This is an optimization exercise on Yosys and OpenROAD, whose aim is small area, not a production implementation. Function was checked by simulation only, so behaviour that the tests miss may differ from the original. Power and IR drop assume default switching activity.

**flow/constraint.sdc**
```tcl
create_clock -name core_clock -period 5.0 [get_ports {clk}]
set_input_delay 1.0000 -clock core_clock [delete_from_list [all_inputs] [get_ports {clk}]]
set_output_delay 1.0000 -clock core_clock [all_outputs]
set_load 0.01 [all_outputs]
```
**flow/config.mk**
```make
export PLATFORM = sky130hd
export DESIGN_NAME = resize_bilinear_top
export DESIGN_NICKNAME = resize_bilinear_top
export VERILOG_FILES = /design/flow/design.v
export SDC_FILE = /design/flow/constraint.sdc
export NUM_CORES = 4
export LEC_CHECK = 0
export CAP_MARGIN = 20
export CORE_MARGIN = 2
export CORE_UTILIZATION = 40
export SLEW_MARGIN = 20
```
**flow/design.v**
```verilog
`timescale 1ns / 1ps
module row_ram #(
    parameter DEPTH = 256
    )(
    input clka,
    input ena,
    input [0:0] wea,
    input [9:0] addra,
    input [7:0] dina,
    input clkb,
    input enb,
    input [0:0] web,
    input [9:0] addrb,
    output reg [7:0] doutb
    );
    localparam AW = $clog2(DEPTH);
    reg [7:0] mem [0:DEPTH-1];
    always@(posedge clka)
    begin
        if(ena && wea[0])
            mem[addra[AW-1:0]] <= dina;
        if(enb)
            doutb <= mem[addrb[AW-1:0]];
    end
endmodule
`timescale 1ns / 1ps
module row_buf #(
    parameter W = 256
    )(
    input clk,
    input rst_n,
    input [7:0] data_in,
	input in_data_en,
	input [9:0] width,
	input [9:0] rd_row_addr,
	output [7:0] row_pexil_out
    );
    reg [7:0] data_in_r1;
    always@(posedge clk or negedge rst_n)
    begin
        if(~rst_n)
        begin
            data_in_r1 <= 0;
        end
        else
        begin
            data_in_r1 <= data_in;
        end
    end
    reg [9:0] wr_row_addr;
    always@(posedge clk or negedge rst_n)
    begin
        if(~rst_n)
            wr_row_addr <= 0;
        else
        begin
            if(in_data_en)
            begin
                if(wr_row_addr < (width - 1))
                     wr_row_addr <= wr_row_addr + 1;
                else                  
                    wr_row_addr <= 0;
            end      
            else
                wr_row_addr <= wr_row_addr;
        end
    end
    reg [9:0] wr_row_addr_r1,
              wr_row_addr_r2;
    always@(posedge clk or negedge rst_n)
    begin
        if(~rst_n)
        begin
            wr_row_addr_r1 <= 0;
            wr_row_addr_r2 <= 0;
        end
        else
        begin
            wr_row_addr_r1 <= wr_row_addr;
            wr_row_addr_r2 <= wr_row_addr_r1;
        end
    end
    wire [9:0] rd_row_addr_r1;
    assign rd_row_addr_r1 = rd_row_addr;
   row_ram #(.DEPTH(W)) row_ram_init (
  .clka(clk),     
  .ena(1),       
  .wea(1),       
  .addra(wr_row_addr_r1),   
  .dina(data_in_r1),     
  .clkb(clk),     
  .enb(1),       
  .web(0),       
  .addrb(rd_row_addr_r1),   
  .doutb(row_pexil_out)   
);
endmodule
`timescale 1ns / 1ps
module row_interplation #(
    parameter W = 256
    )(
    input clk,
    input rst_n,
    input in_data_en,
    input [9:0] width,
    input [7:0] row_pexil_out,
    output reg [9:0] rd_row_addr,
    output [10:0] row_cnt,
    output o_data_en_r_o,
    output o_data_en,
    output [7:0] row_inter_data
    );
    reg [10:0] rowx2;  
    reg [10:0] rowx2_cnt; 
    always@(*)
    begin
        rowx2 = width << 1;
    end
    always@(posedge clk or negedge rst_n)
    begin
        if(~rst_n)
            rowx2_cnt <= 1;
        else
        begin
            if(rowx2_cnt < width)
            begin
                if(in_data_en)
                    rowx2_cnt <= rowx2_cnt + 1;
                 else
                    rowx2_cnt <= rowx2_cnt;
            end
            else
            begin
                if(rowx2_cnt < rowx2)
                    rowx2_cnt <= rowx2_cnt + 1;
                 else
                    rowx2_cnt <= 1;
            end
        end
    end
    reg [7:0] row_pexil_out1;
    reg [7:0] row_pexil_out2;
    always@(posedge clk or negedge rst_n)
    begin
        if(~rst_n)
        begin
            row_pexil_out1 <= 0;
            row_pexil_out2 <= 0;
        end
        else
        begin
            row_pexil_out1 <= row_pexil_out;
            row_pexil_out2 <= row_pexil_out1;
        end
    end
    reg [10:0] rowx2_cnt1,
               rowx2_cnt2,
               rowx2_cnt3,
               rowx2_cnt4,
               rowx2_cnt5;
   assign row_cnt = rowx2_cnt5;
    always@(posedge clk or negedge rst_n)
    begin
        if(~rst_n)
        begin
            rowx2_cnt1 <= 0;
            rowx2_cnt2 <= 0;
            rowx2_cnt3 <= 0;
            rowx2_cnt4 <= 0;
            rowx2_cnt5 <= 0;
        end
        else
        begin
            rowx2_cnt1 <= rowx2_cnt;
            rowx2_cnt2 <= rowx2_cnt1;
            rowx2_cnt3 <= rowx2_cnt2;
            rowx2_cnt4 <= rowx2_cnt3;
            rowx2_cnt5 <= rowx2_cnt4;
        end
    end
    wire [9:0] row_pexil_out2_10bit;
    wire [9:0] row_pexil_out_10bit;
    reg [9:0] row_inter_data_r;
    assign row_pexil_out2_10bit = {2'b0,row_pexil_out2};
    assign row_pexil_out_10bit = rowx2_cnt5 == 2*W-1? {2'b0,row_pexil_out1} : {2'b0,row_pexil_out};
    always@(posedge clk or negedge rst_n)
    begin
        if(~rst_n)
            row_inter_data_r <= 0;
        else
        begin
            if(rowx2_cnt5 <= width)
            begin
                    if(rowx2_cnt5 == 1)
                        row_inter_data_r <= {2'b0,row_pexil_out};
                    else
                    begin
                        if(rowx2_cnt5[0] == 0) 
                            row_inter_data_r <= (((row_pexil_out2_10bit << 1) + row_pexil_out2_10bit + 2) >> 2) + ((row_pexil_out_10bit + 2) >> 2);
                         else 
                            row_inter_data_r <= ((row_pexil_out2_10bit + 2) >> 2) + (((row_pexil_out_10bit << 1) + row_pexil_out_10bit + 2) >> 2);
                    end
            end
            else if(rowx2_cnt5 == 2*W)
                    row_inter_data_r <= {2'b0,row_pexil_out2_10bit};
            else
            begin
                if(rowx2_cnt5[0] == 0) 
                    row_inter_data_r <= (((row_pexil_out2_10bit << 1) + row_pexil_out2_10bit + 2) >> 2) + ((row_pexil_out_10bit + 2) >> 2);
                else 
                    row_inter_data_r <= ((row_pexil_out2_10bit + 2) >> 2) + (((row_pexil_out_10bit << 1) + row_pexil_out_10bit + 2) >> 2);
            end
        end
    end
    assign row_inter_data = row_inter_data_r[7:0];
    always@(posedge clk or negedge rst_n)
    begin
        if(~rst_n)
            rd_row_addr <= 0;
        else
            rd_row_addr <= rowx2_cnt1 == 2*W ? W-1 :(rowx2_cnt1 == 1? 10'd0 : (rowx2_cnt1 >> 1) - 1);
    end
    reg o_data_en_r;
    always@(posedge clk or negedge rst_n)
    begin
        if(~rst_n)
            o_data_en_r <= 0;
        else if(in_data_en == 1)
            o_data_en_r <= 1;
        else if(rowx2_cnt > W-1 && rowx2_cnt1 <= 2*W)
            o_data_en_r <= 1;
        else
            o_data_en_r <= 0;
    end
    assign o_data_en_r_o = o_data_en_r;
endmodule
`timescale 1ns / 1ps
module col_buf #(
    parameter W = 256
    )(
    input clk,
    input rst_n,
    input in_data_en,
    input [7:0] row_inter_data,
    output [7:0] buf1_data_out,
    output [7:0] buf2_data_out,
    output reg o_data_en    
    );
    localparam reg_size = 8*2*W;
    reg [reg_size - 1:0] shift_buf1, 
                         shift_buf2;
    always@(posedge clk or negedge rst_n)
    begin
        if(~rst_n)
        begin
            shift_buf1 <= 0;
            shift_buf2 <= 0;
        end
        else
        begin
            if(in_data_en)
            begin
                shift_buf1 <= {shift_buf1[reg_size - 8 -1 : 0],row_inter_data};
                shift_buf2 <= {shift_buf2[reg_size - 8 -1 : 0],shift_buf1[reg_size - 1 : reg_size - 8]};
            end
            else
            begin
                shift_buf1 <= {shift_buf1[reg_size - 8 -1 : 0],shift_buf1[reg_size - 1 : reg_size - 8]};
                shift_buf2 <= {shift_buf2[reg_size - 8 -1 : 0],shift_buf2[reg_size - 1 : reg_size - 8]};
            end
        end
    end
    assign buf1_data_out = shift_buf1[7:0];
    assign buf2_data_out = shift_buf2[7:0];
    always@(posedge clk or negedge rst_n)
    begin
        if(~rst_n)
            o_data_en <= 0;
        else 
            o_data_en <= in_data_en;
    end
endmodule
`timescale 1ns / 1ps
module col_interplation #(
    parameter W = 256,
    parameter H = 32
    )(
    input clk,
    input rst_n,
    input in_data_en,
    input [10:0] row_cnt,
    input [7:0] buf1_data_out,
    input [7:0] buf2_data_out,
    output [7:0] col_inter_data,
    output reg o_data_en,
    output o_V_SYNC,
    output reg o_H_SYNC
    );
    reg [9:0] cnt;
    reg [9:0] col_cnt1,
              col_cnt2;
    reg [9:0] col_cnt;
    reg [10:0] col_cnt_flip;
    reg in_data_en_d;
    reg [9:0] cnt_q;
    always@(posedge clk or negedge rst_n)
    begin
        if(~rst_n)
        begin
            in_data_en_d <= 0;
            cnt_q <= 0;
        end
        else
        begin
            in_data_en_d <= in_data_en;
            cnt_q <= cnt;
        end
    end
    always@(*)
    begin
        if(in_data_en == in_data_en_d)
            cnt = cnt_q;
        else if(~in_data_en)
        begin
            if(cnt_q == 2*H+1)
                cnt = 0;
            else
                cnt = cnt_q + 1;
        end
        else
        begin
            if(cnt_q == 2*H)
                cnt = 0;
            else
                cnt = cnt_q + 1;
        end
    end
    always@(posedge clk or negedge rst_n)
    begin
        if(~rst_n)
            col_cnt_flip <= 1;
        else if(col_cnt_flip == 2*W)
            col_cnt_flip <= 1;
        else if(in_data_en == 0)
            col_cnt_flip <= col_cnt_flip + 1;
        else
            col_cnt_flip <= 1;
    end
    always@(posedge clk or negedge rst_n)
    begin
        if(~rst_n)
            col_cnt <= 1;
        else if(row_cnt == 2*W || col_cnt_flip == 2*W-1)
            col_cnt <= col_cnt + 1;
        else if(col_cnt == 2*H && col_cnt_flip == 2*W)
            col_cnt <= col_cnt + 1;
        else;
    end 
    always@(posedge clk or negedge rst_n)
    begin
        if(~rst_n)
        begin
            col_cnt1 <= 0;
            col_cnt2 <= 0;
        end
        else
        begin
            col_cnt1 <= col_cnt;
            col_cnt2 <= col_cnt1;
        end
    end
    wire [9:0] buf1_data_out_10bit,
               buf2_data_out_10bit;
    assign buf1_data_out_10bit = {2'b00,buf1_data_out};
    assign buf2_data_out_10bit = {2'b00,buf2_data_out};
    reg [9:0] col_inter_data_r;
    always@(posedge clk or negedge rst_n)
    begin
        if(~rst_n)
            col_inter_data_r <= 0;
        else
        begin
            if(col_cnt2 == (1 + 1) && cnt != 3) 
                col_inter_data_r <= buf1_data_out_10bit;
            else if(col_cnt2 == (2*H + 1))
                col_inter_data_r <= buf1_data_out_10bit;
            else
            begin
                if(cnt[0] == 1)
                begin
                    col_inter_data_r <= ((((buf2_data_out_10bit << 1) + (buf2_data_out_10bit + 2)) >> 2)) + ((buf1_data_out_10bit + 2) >> 2);
                end
                else
                begin
                    col_inter_data_r <= ((((buf1_data_out_10bit << 1) + (buf1_data_out_10bit + 2)) >> 2)) + ((buf2_data_out_10bit + 2) >> 2);
                end
            end
        end
    end
    assign col_inter_data = col_inter_data_r[7:0];
    always@(posedge clk or negedge rst_n)
    begin
        if(~rst_n)
            o_data_en <= 0;
        else if(col_cnt2 >= 2 && col_cnt1 <= 2*H+1)
            o_data_en <= 1;
        else
            o_data_en <= 0;
    end
    reg in_data_en_r;
    always@(posedge clk or negedge rst_n)
    begin
        if(~rst_n)
            in_data_en_r <= 0;
        else
            in_data_en_r <= in_data_en;
    end
    wire o_H_SYNC_W;
    assign o_H_SYNC_W = in_data_en_r ^ in_data_en;
    always@(posedge clk or negedge rst_n)
    begin
        if(~rst_n)
            o_H_SYNC <= 0;
        else
            o_H_SYNC <= o_H_SYNC_W;
    end
    reg o_data_en_r;
    always@(posedge clk or negedge rst_n)
    begin
        if(~rst_n)
            o_data_en_r <= 0;
        else
            o_data_en_r <= o_data_en;
    end
    assign o_V_SYNC = o_data_en_r ^ o_data_en;
endmodule
`timescale 1ns / 1ps
module resize_bilinear_top #(
    parameter W = 256,  
    parameter H = 32    
    )(
    input clk,
    input rst_n,
    input in_data_en,
    input [7:0] data_in,
    input [9:0] width_in,
    input [9:0] height_in,
    output [7:0] data_out,
    output o_data_en,
    output o_H_SYNC,
    output o_V_SYNC,
    output row_data_en_o,
    output [7:0] row_inter_data_o
    );
    wire [9:0] rd_row_addr;
    wire [7:0] row_pexil_out;
    row_buf #(.W(W)) row_buf_init(
        .clk(clk),
        .rst_n(rst_n),
        .data_in(data_in),
        .in_data_en(in_data_en),
        .width(width_in),
        .rd_row_addr(rd_row_addr),
        .row_pexil_out(row_pexil_out)
    );
    wire [10:0] row_cnt;
    wire row_data_en;
    wire [7:0] row_inter_data;
    wire o_data_en_r;
    row_interplation #(.W(W)) row_interplation_init(
        .clk(clk),
        .rst_n(rst_n),
        .in_data_en(in_data_en),
        .width(width_in),
        .rd_row_addr(rd_row_addr),
        .row_pexil_out(row_pexil_out),
        .row_inter_data(row_inter_data),
        .row_cnt(row_cnt),
        .o_data_en_r_o(o_data_en_r)
    );
    reg [5:0] o_data_en_shift;
    always@(posedge clk or negedge rst_n)
    begin
        if(~rst_n)
            o_data_en_shift <= 0;
        else
            o_data_en_shift <= {o_data_en_shift[4:0],o_data_en_r};
    end
    assign row_data_en = o_data_en_shift[4];
    assign row_inter_data_o = row_inter_data;
    assign row_data_en_o = row_data_en;
    wire [9:0]col_cnt;
    wire [7:0] buf1_data_out;
    wire [7:0] buf2_data_out;
    wire colbuf_data_en;
    col_buf #(.W(W)) col_buf_init(
        .clk(clk),
        .rst_n(rst_n),
        .in_data_en(row_data_en),
        .row_inter_data(row_inter_data),
        .buf1_data_out(buf1_data_out),
        .buf2_data_out(buf2_data_out),
        .o_data_en(colbuf_data_en)
    );
    col_interplation #(.W(W), .H(H)) col_interplation_inti(
        .clk(clk),
        .rst_n(rst_n),
        .in_data_en(colbuf_data_en),
        .row_cnt(row_cnt),
        .buf1_data_out(buf1_data_out),
        .buf2_data_out(buf2_data_out),
        .col_inter_data(data_out),
        .o_data_en(o_data_en),
        .o_H_SYNC(o_H_SYNC),
        .o_V_SYNC(o_V_SYNC)
    );
endmodule
```
**flow/run.sh**
```bash
#!/bin/bash
# synth_recipe.tcl (not shown) runs the flow's synth.tcl, then flattens the netlist and writes it again
# the make line also repeats each setting of config.mk as NAME=value (left out here)
make -C /OpenROAD-flow-scripts/flow DESIGN_CONFIG=/design/flow/config.mk WORK_HOME=/design/flow/orfs CLKGATE_MAP_FILE= SYNTH_SCRIPT=/design/flow/synth_recipe.tcl finish
```
==> out/metrics.cfg <==
[critical_path]
setup.worst_path.class = reg -> reg
crit_required_ns = 5.97
rr_endpoint = row_interplation_init.row_inter_data_r[7]$_DFF_PN0_
top_cell_by_count_worst_path = sky130_fd_sc_hd__ha_1
path_buf_inv = 4
timing.reg2reg.setup_slack_ns = 0.27
crit_path_end_kind = flop
worstPathMaxFanout = 5
worst_r2r_path_depth = 18
critical_path.top_delay_family = adder cells
critical-path-max-stage-delay_ns = 0.56
crit_chain = nand2b_1, nor4_4, buf_4, mux2_2, ha_1, ha_1, inv_1, fa_1, inv_1, ha_1, a21o_1, a211o_1, a2111oi_2, buf_4, nor4_1, mux2_2, a2bb2oi_2, mux2i_1
cp.arrival_ns = 5.69
setup.worst_path.start_class = flop
crit_slowest_cell = sky130_fd_sc_hd__fa_1
rr_startpoint = row_interplation_init.rowx2_cnt5[10]$_DFF_PN0_

[final_layout]
footprint_of_the_multi_input_gates_mm2 = 0.0225
fin_nets = 13800
fillerInstances = 60000
area.sequential_mm2 = 0.272
final_area_mm2 = 0.344
proportion_of_layout_cells_with_a_drive_suffix_above_1 = 0.176
area.growth.synth_to_final_pct = 16.4

[flow_run]
maxCapViolCount = 0

[drt]
wire_per_inst_um = 18.6
vias = 109000
antenna_left = 0
drt-initial-drc-count = 9151
detail_route.first_pass.iterations = 5
routed_wirelength_mm = 452
drt-vias-per-instance = 4.48
drc = 0

[placement]
gp_congestion = 0.774
postPlaceCellArea_mm2 = 0.310
hpwl_after_detailed_placement_mm = 231
setup_slack_at_placement_ns = 0.193
io_buffers = 40

[yosys]
synth_unique_cells = 74
yosysSeqAreaShare = 0.920
area_leader_netlist = sky130_fd_sc_hd__dfrtp_1
postSynthAreaPerCell_um2 = 23.4
synth_top_cells_by_area = sky130_fd_sc_hd__dfrtp_1 71%, sky130_fd_sc_hd__edfxtp_1 21%, sky130_fd_sc_hd__mux4_2 4.6%, sky130_fd_sc_hd__ha_1 0.49%, sky130_fd_sc_hd__nor2_1 0.43%
syn-instance-count = 12600
synth_top_flop_cell = sky130_fd_sc_hd__dfrtp_1
ys_warn_count = 10
synth.ff_latch_count = 10400
synth_most_common_cell = sky130_fd_sc_hd__dfrtp_1
async_flop_share = 0.803
synth_nets = 12800
mapped_cell_area_mm2 = 0.295
synth.top_cells.by_count = 8383 x sky130_fd_sc_hd__dfrtp_1, 2048 x sky130_fd_sc_hd__edfxtp_1, 608 x sky130_fd_sc_hd__mux4_2, 341 x sky130_fd_sc_hd__nor2_1, 116 x sky130_fd_sc_hd__ha_1
synth_edf_count = 2048
synth_top_cell_area_share = 0.711

[clock_network]
worstSkewPairLatency_ns = 1.14
ctsRootBufferMaster = sky130_fd_sc_hd__clkbuf_16
cts-buffers-inserted = 948
tritoncts = yes
clk_path_buf_depth = 4
clock_tree.htree_level_count = 6
path_clk_slew_ns = 0.06
cts.sinks = 10400

[timing]
hold_slack_ns = 0.253
min_period_over_period = 0.945
achievable-frequency_ghz = 0.212
finalHoldViolations = 0
final_max_slew_viol_count = 0
postLayoutSetupSlackWorst_ns = 0.273
worst-slew-pin-transition_ns = 1.14
setup_repair_after_global_routing_missed_its_margin = no
final_period_minus_worst_setup_slack_ns = 4.73
max_slew_margin = 0.232
final.setup_skew_ns = 0.0957
report.final.setup_viol = 0

[hold_path]
holdPathEnd = col_buf_init.shift_buf2[315]$_DFF_PN0_
min-delay-start = col_buf_init.shift_buf2[307]$_DFF_PN0_
timing.hold.worst_path_depth = 0
hold_path.class = reg -> reg

[floorplan]
die_w_um = 863
design.portCount = 51
die_h_um = 863
fp.dieArea_mm2 = 0.745
floorplan.rows = 315
core_mm2 = 0.735
initial_util = 0.401

[status]
run_status = finished clean

[global_route]
grt-ovfl-total = 0
grt_first_pass_wirelength_mm = 728
grt.total_usage = 0.123
antenna_found_initial = 17
grt_pass1_vias = 118000
largest_net_degree_at_the_start_of_global_routing = 190

[power]
clock_power_share = 0.404
power.switching_fraction = 0.234
power_leakage_nw = 161
vdd_ir_drop_max_uv = 438
switching_power_w = 0.0433
p_per_area_mw_per_mm2 = 540
power_frac_seq = 0.487
p_int_w = 0.142
combinationalPowerShare = 0.109

-- kinds of logic after synthesis --
family	Yosys count	synth area share
AOI/OAI and AO/OA	269	0.00562
xor gates and xnor gates	100	0.00297
adders and majority gates	122	0.00532
buffers and inverters	268	0.00416
DFF	10400	0.920
muxes	732	0.0510
and+or+nand+nor	696	0.0110
-- worst max path at each step --
stage	slack, ns	to	start	cells after the start
2_1_floorplan	0.21	row_interplation_init.row_inter_data_r[7]$_DFF_PN0_	row_interplation_init.rowx2_cnt5[9]$_DFF_PN0_	17
3_3_place_gp	-0.05	row_interplation_init.row_inter_data_r[7]$_DFF_PN0_	row_interplation_init.rowx2_cnt5[9]$_DFF_PN0_	18
3_5_place_dp	0.19	row_interplation_init.row_inter_data_r[7]$_DFF_PN0_	row_interplation_init.rowx2_cnt5[9]$_DFF_PN0_	18
4_1_cts	0.08	row_interplation_init.row_inter_data_r[7]$_DFF_PN0_	row_interplation_init.rowx2_cnt5[9]$_DFF_PN0_	18
5_1_grt	0.01	row_interplation_init.row_inter_data_r[7]$_DFF_PN0_	row_interplation_init.rowx2_cnt5[4]$_DFF_PN0_	18
6_report	0.27	row_interplation_init.row_inter_data_r[7]$_DFF_PN0_	row_interplation_init.rowx2_cnt5[10]$_DFF_PN0_	18
-- cell usage in the layout, fill, tap and decap left out, types with 57 or more instances in the layout --
cell type                   count
sky130_fd_sc_hd__a21oi_1       57
sky130_fd_sc_hd__buf_12        80
sky130_fd_sc_hd__buf_4        190
sky130_fd_sc_hd__bufinv_16    105
sky130_fd_sc_hd__clkbuf_1     180
sky130_fd_sc_hd__clkbuf_16    966
sky130_fd_sc_hd__clkbuf_8     199
sky130_fd_sc_hd__clkinv_2     176
sky130_fd_sc_hd__dfrtp_1     8370
sky130_fd_sc_hd__edfxtp_1    2048
sky130_fd_sc_hd__ha_1         116
sky130_fd_sc_hd__inv_1         65
sky130_fd_sc_hd__mux2_2        69
sky130_fd_sc_hd__mux4_2       608
sky130_fd_sc_hd__nand2_1       98
sky130_fd_sc_hd__nor2_1       341
sky130_fd_sc_hd__o21ai_0       70
sky130_fd_sc_hd__o22ai_1       67
-- worst register-to-register path, delay by kind of cell (launching register included) --
kind            cells  cell delay [ns]
buf+inv             4             0.50
mux                 3             0.80
simple gates        3             0.56
fa+ha+maj           4             1.33
flops               1             0.37
compound gates      4             1.05
-- through the flow --
stage               cells  setup TNS, ns   util  total power [W]
finish              24400              0  0.467            0.185
global route        24300              0  0.467            0.194
CTS                 24300              0  0.467            0.188
detailed placement  22600              0  0.422            0.112
global placement    22600        -0.0520  0.422            0.112
floorplan           12600              0      -            0.105
-- power groups by stage --
stage | clock network [W] | logic [W] | registers [W]
2_1_floorplan | 0 | 0.0134 | 0.0912
3_3_place_gp | 0 | 0.0204 | 0.0920
3_5_place_dp | 0 | 0.0204 | 0.0920
4_1_cts | 0.0775 | 0.0205 | 0.0904
5_1_grt | 0.0811 | 0.0221 | 0.0905
6_report | 0.0749 | 0.0202 | 0.0903
-- state kept, by name, summed over array words and instances (netlist names), 10 cells and up --
signal,cells
col_interplation_inti.col_cnt_flip,11
col_interplation_inti.col_cnt,10
col_buf_init.shift_buf2,4096
col_interplation_inti.cnt_q,10
col_buf_init.shift_buf1,4096
row_buf_init.row_ram_init.mem,2048
col_interplation_inti.col_cnt2,10
row_interplation_init.rowx2_cnt1,11
row_interplation_init.rowx2_cnt4,11
row_interplation_init.rowx2_cnt2,11
row_interplation_init.rowx2_cnt3,11
col_interplation_inti.col_cnt1,10
row_interplation_init.rowx2_cnt,11
row_buf_init.wr_row_addr,10
row_interplation_init.rowx2_cnt5,11
-- layout make-up --
class | count | area share
multi-input cells | 1919 | 0.0655
inverters | 68 | 0.000743
clock buffers | 1346 | 0.0803
flip-flops and latches | 10400 | 0.790
clock inverters | 432 | 0.0172
well taps | 9827 | 0.0358
diodes | 11 | 0.0000801
repair buffers | 312 | 0.0101
-- metal layers --
layer,GRT usage,share of wire,vias up
li1,-,-,45700
met1,0.196,0.49,60200
met2,0.175,0.44,2259
met3,0.0212,0.050,894
met4,0.0351,0.028,0
met5,0,0,-
-- what timing repair did --
| item | in CTS | in global routing |
|---|---|---|
| endpoints found under the setup margin | 0 | 1 |
| hold endpoints to repair | 1 | 0 |
| gates resized for setup | 0 | 4 |
| hold buffers | 1 | 0 |
| setup buffers | 0 | 2 |

## port drivers added, routing unchanged
The results above use ideal ports. As a check the final layout listed here was re-extracted and re-timed, cells and wires unchanged.
Step 1: set_driving_cell puts a clkbuf_16 on clk and a buf_2 on each other input, an assumption about the parent block.
Step 2 times the ports against the registers' clock, not the clock port: input delays grow and output delays shrink by t, the midpoint of the rising clock arrivals with the driver on.
Slacks: ideal ports / drivers / drivers and shift; pairs: ideal ports / drivers.
t (ns): 1.211
setup WS [ns]: 0.273 / 0.273 / 0.273
hold WS [ns]: 0.253 / 0.253 / 0.253
clock arrival spread, ns: 0.135 / 0.135
cell pins on the clock port's net: 1
After both steps this run still meets setup and hold. For this run, drivers alone change the setup slack by 0.000 ns; drivers and shift together by 0.000 ns.
